Source: an optimization exercise on an open RTL-to-GDS flow (aim: small area). Production flows keep margins and buffers that such runs may drop.
Only simulation tests tie the RTL to the original design; equivalence was not proved.
The flow treats the clock pin as an ideal source, which a real chip does not have.
Power figures rest on the tool's default switching activity, not on a simulated workload.

job 101:
## processor
module processor (input clk,
                  input reset,
                  input sample_clock,
                  input [7:0] evt,
                  input [31:0] ram_dout,
                  input [31:0] osc_rom_dout,
                  output [7:0] ram_raddr,
                  output [7:0] ram_waddr,
                  output [31:0] ram_din,
                  output ram_wen,
                  output [9:0] osc_rom_raddr,
                  output clear_evt,
                  output [31:0] out);
Size in the first run: ~170 I/O pins, ~0.011 mm2 of cells after synthesis.
clock: 20.0 ns
lec_check: 0
abc_area: 1
cap_margin: 20
core_margin: 2
core_utilization: 65
slew_margin: 20
standard.sh (not shown) runs the stock make flow with config.mk's settings and CLKGATE_MAP_FILE= SYNTH_SCRIPT=/design/flow/synth_recipe.tcl, a recipe that flattens the netlist after the stock synthesis.
==> flow/flow/run.sh <==
#!/bin/bash
# Own layout flow: the standard flow (standard.sh) with three changes:
#  - synthesis is the standard synthesis script, except that ABC maps the logic with
#    flow/abc_deep.script (deeper area optimisation, no timing-driven buffering or upsizing)
#    in place of ORFS's abc_area.script; registers are mapped before ABC runs, so they are the
#    standard synthesis's;
#  - the port buffers are the smallest buffer (buf_1);
#  - clock tree synthesis uses clkbuf_8 only and adds no dummy loads.
# Every tool's output goes to standard_flow.log here and to ORFS's own logs under orfs/logs.
set -euo pipefail
HERE=$(pwd)
export BUFFER_PORTS_ARGS="-buffer_cell sky130_fd_sc_hd__buf_1"
export CTS_ARGS="-sink_clustering_enable -repair_clock_nets -dont_use_dummy_load -buf_list {sky130_fd_sc_hd__clkbuf_8} -sink_clustering_size 30 -sink_clustering_max_diameter 150"
cat > "$HERE/own_synth.tcl" <<EOT
proc abc {args} {
  set i [lsearch -exact \$args -script]
  if {\$i >= 0} { lset args [expr {\$i + 1}] $HERE/flow/abc_deep.script }
  yosys abc {*}\$args
}
source $HERE/synth_recipe.tcl
EOT
sed "s#SYNTH_SCRIPT=[^ ]*#SYNTH_SCRIPT=$HERE/own_synth.tcl#" standard.sh > own_standard.sh
grep -q "SYNTH_SCRIPT=$HERE/own_synth.tcl" own_standard.sh
bash own_standard.sh > standard_flow.log 2>&1
==> flow/flow/abc_deep.script <==
strash
&get -n
&deepsyn -T 60
&put
dch -f
map -a
amap
topo
dnsize -c
Inputs modified between job 101 and job 102:
diff --git a/flow/flow/run.sh b/flow/flow/run.sh
--- a/flow/flow/run.sh
+++ b/flow/flow/run.sh
@@ -13 +13 @@
-export CTS_ARGS="-sink_clustering_enable -repair_clock_nets -dont_use_dummy_load -buf_list {sky130_fd_sc_hd__clkbuf_8} -sink_clustering_size 30 -sink_clustering_max_diameter 150"
+export CTS_ARGS="-sink_clustering_enable -repair_clock_nets -dont_use_dummy_load -buf_list {sky130_fd_sc_hd__clkbuf_8}"
==> run notes <==
Floorplan core area: job 102 vs job 101 down 0.36%
Delta (job 102 minus job 101): overall global routing resource usage picked up an extra 0.43 points; reg-to-reg setup timing slack picked up an extra 0.05 ns; area occupied by multi-input gates lost about 0.4%.
The met3 usage reported for job 102 is smaller than that of job 101 by 3.9 points.
Job 102 does worse than job 101 on setup slack.
Detailed route wirelength on metal3 is lower on job 102
The detailed-route vias per instance of job 102 exceeds that of job 101 by about 2.4%.


Another version of the RTL of processor (not shown whole).
Size in the first run: ~1800 cells after synthesis, about 190 flip-flops, ~170 I/O pins.
make LEC_CHECK=0 ABC_AREA=1 CAP_MARGIN=20 CORE_MARGIN=2 CORE_UTILIZATION=40 SLEW_MARGIN=20 finish   # period 20.0 ns
run.sh (not shown) runs the stock make flow with config.mk's settings and CLKGATE_MAP_FILE= SYNTH_SCRIPT=/design/flow/synth_recipe.tcl, a recipe that flattens the netlist after the stock synthesis.
Stock flow here: none of the scripts above is used.
Then changed:
--- a/flow/config.mk
+++ b/flow/config.mk
@@ -8,5 +8,5 @@
 export ABC_AREA = 1
-export CAP_MARGIN = 20
+export CAP_MARGIN = 0
 export CORE_MARGIN = 2
-export CORE_UTILIZATION = 40
-export SLEW_MARGIN = 20
+export CORE_UTILIZATION = 60
+export SLEW_MARGIN = 0
The changed run completed with no timing, DRC or antenna violations.
Cell area goes down by about 1.2%.
Wire length fell by about 2.7%.
Cell count fell by about 5.5%.
Via count rose by about 4.6%.
Count of clock-buffer cells in the layout falls by 5.
Fmax decreases by about 0.56%.
Total power hardly moves.
First-iteration DRC count climbs by about 11%.
Setup slack is worse by 110 ps.
Global-route usage rose by 11 points.


processor, a different RTL version from the one above (not shown whole).
Size in the first run: roughly 170 flip-flops, roughly 170 I/O pins, roughly 10000 um2 of cells after synthesis.
Settings: LEC_CHECK=0, ABC_AREA=1, CAP_MARGIN=20, CORE_MARGIN=2, CORE_UTILIZATION=50, SLEW_MARGIN=20; clock period 20.0 ns.
standard.sh (not shown) runs the stock make flow with config.mk's settings and CLKGATE_MAP_FILE= SYNTH_SCRIPT=/design/flow/synth_recipe.tcl, a recipe that flattens the netlist after the stock synthesis.
==> flow/flow/run.sh <==
#!/bin/bash
# Own layout flow: the standard flow (standard.sh) with three changes:
#  - synthesis is the standard synthesis script, except that ABC maps the logic with
#    flow/abc_deep.script (deeper area optimisation, no timing-driven buffering or upsizing)
#    in place of ORFS's abc_area.script; registers are mapped before ABC runs, so they are the
#    standard synthesis's;
#  - the port buffers are the smallest buffer (buf_1);
#  - clock tree synthesis uses clkbuf_8 only and adds no dummy loads; then flow/cts_down.tcl
#    turns the leaf clock buffers that can be into clkbuf_4.
# Every tool's output goes to standard_flow.log here and to ORFS's own logs under orfs/logs.
set -euo pipefail
HERE=$(pwd)
export BUFFER_PORTS_ARGS="-buffer_cell sky130_fd_sc_hd__buf_1"
export CTS_ARGS="-sink_clustering_enable -repair_clock_nets -dont_use_dummy_load -buf_list {sky130_fd_sc_hd__clkbuf_8}"
cat > "$HERE/own_synth.tcl" <<EOT
proc abc {args} {
  set i [lsearch -exact \$args -script]
  if {\$i >= 0} { lset args [expr {\$i + 1}] $HERE/flow/abc_deep.script }
  yosys abc {*}\$args
}
source $HERE/synth_recipe.tcl
EOT
sed "s#SYNTH_SCRIPT=[^ ]*#SYNTH_SCRIPT=$HERE/own_synth.tcl#" standard.sh > own_standard.sh
grep -q "SYNTH_SCRIPT=$HERE/own_synth.tcl" own_standard.sh
bash own_standard.sh cts > standard_flow_to_cts.log 2>&1
RES="$HERE/orfs/results/sky130hd/processor/base" openroad -no_init -exit "$HERE/flow/cts_down.tcl" > cts_down.log 2>&1
bash own_standard.sh > standard_flow.log 2>&1
==> flow/flow/cts_down.tcl <==
set platform $::env(FLOW_HOME)/platforms/sky130hd
read_lef $platform/lef/sky130_fd_sc_hd.tlef
read_lef $platform/lef/sky130_fd_sc_hd_merged.lef
read_liberty $platform/lib/sky130_fd_sc_hd__tt_025C_1v80.lib
read_db $::env(RES)/4_cts.odb
read_sdc $::env(RES)/4_cts.sdc
source $platform/setRC.tcl
set_propagated_clock [all_clocks]
estimate_parasitics -placement
proc maxslew {} {
  set mx 0
  foreach pin [get_pins -hierarchical */CLK] {
    set s [get_property $pin slew_max]
    if {$s > $mx} { set mx $s }
  }
  return $mx
}
set before [maxslew]
set limit [expr {min(max($before, 0.110), 0.120)}]
puts "max clock pin slew before: $before; limit $limit"
set small [get_lib_cells */sky130_fd_sc_hd__clkbuf_4]
set big [get_lib_cells */sky130_fd_sc_hd__clkbuf_8]
set n 0
foreach inst [get_cells clkbuf_*] {
  if {[get_property $inst ref_name] ne "sky130_fd_sc_hd__clkbuf_8"} { continue }
  if {[string match "clkbuf_0_*" [get_property $inst name]]} { continue }
  replace_cell $inst $small
  estimate_parasitics -placement
  if {[maxslew] > $limit} {
    replace_cell $inst $big
    estimate_parasitics -placement
  } else {
    incr n
  }
}
puts "downsized $n clock buffers; max clock pin slew after: [maxslew]"
write_db $::env(RES)/4_cts.odb
Scripts as last shown in full above: flow/flow/abc_deep.script
Edit:
--- a/flow/flow/cts_down.tcl
+++ b/flow/flow/cts_down.tcl
@@ -19 +19 @@
-set limit [expr {min(max($before, 0.110), 0.120)}]
+set limit [expr {min(max($before, 0.110), 0.118)}]
What happened: Via count falls by 1.2%. Power rises by 62%. Clock power rises by about 10%. Worst setup slack is worse by 0.16 ns. Wire length rises by 1.6%. Clock-buffer cell count is unchanged. Fmax falls by 0.87%. Core utilization rises by 0.13 points. Clock skew rises by 0.0069 ns.

port drivers added, routing unchanged:
The flow's constraints put no driver on any port. The routed layouts listed below were extracted and timed again, unchanged, in two steps. Step 1, drivers: a clkbuf_16 drives clk and a buf_2 each remaining input, both assumed. Step 2 moves the port delays by t, midway between the first and last clock arrival at a register: inputs arrive t later, outputs are due t later. That takes back most of the time a late clock gives input paths. a / b / c = ideal ports / drivers / drivers and shift; a / b = the first two.
run | t, ns | setup WS [ns] | slew at the worst register clock pin (ns)
job 101 | 0.504 | 0.751 / 0.776 / 0.272 | 0.12 / 0.12
job 102 | 0.497 | 0.639 / 0.658 / 0.160 | 0.11 / 0.11
the first run of note 2 | 0.502 | 1.260 / 1.295 / 0.792 | 0.08 / 0.08
the second run of note 2 | 0.495 | 1.154 / 1.177 / 0.682 | 0.08 / 0.08
the first run of note 3 | 0.480 | 1.316 / 1.280 / 0.855 | 0.12 / 0.12
the second run of note 3 | 0.493 | 1.152 / 1.173 / 0.680 | 0.11 / 0.11
After both steps setup and hold are still met in every run listed.
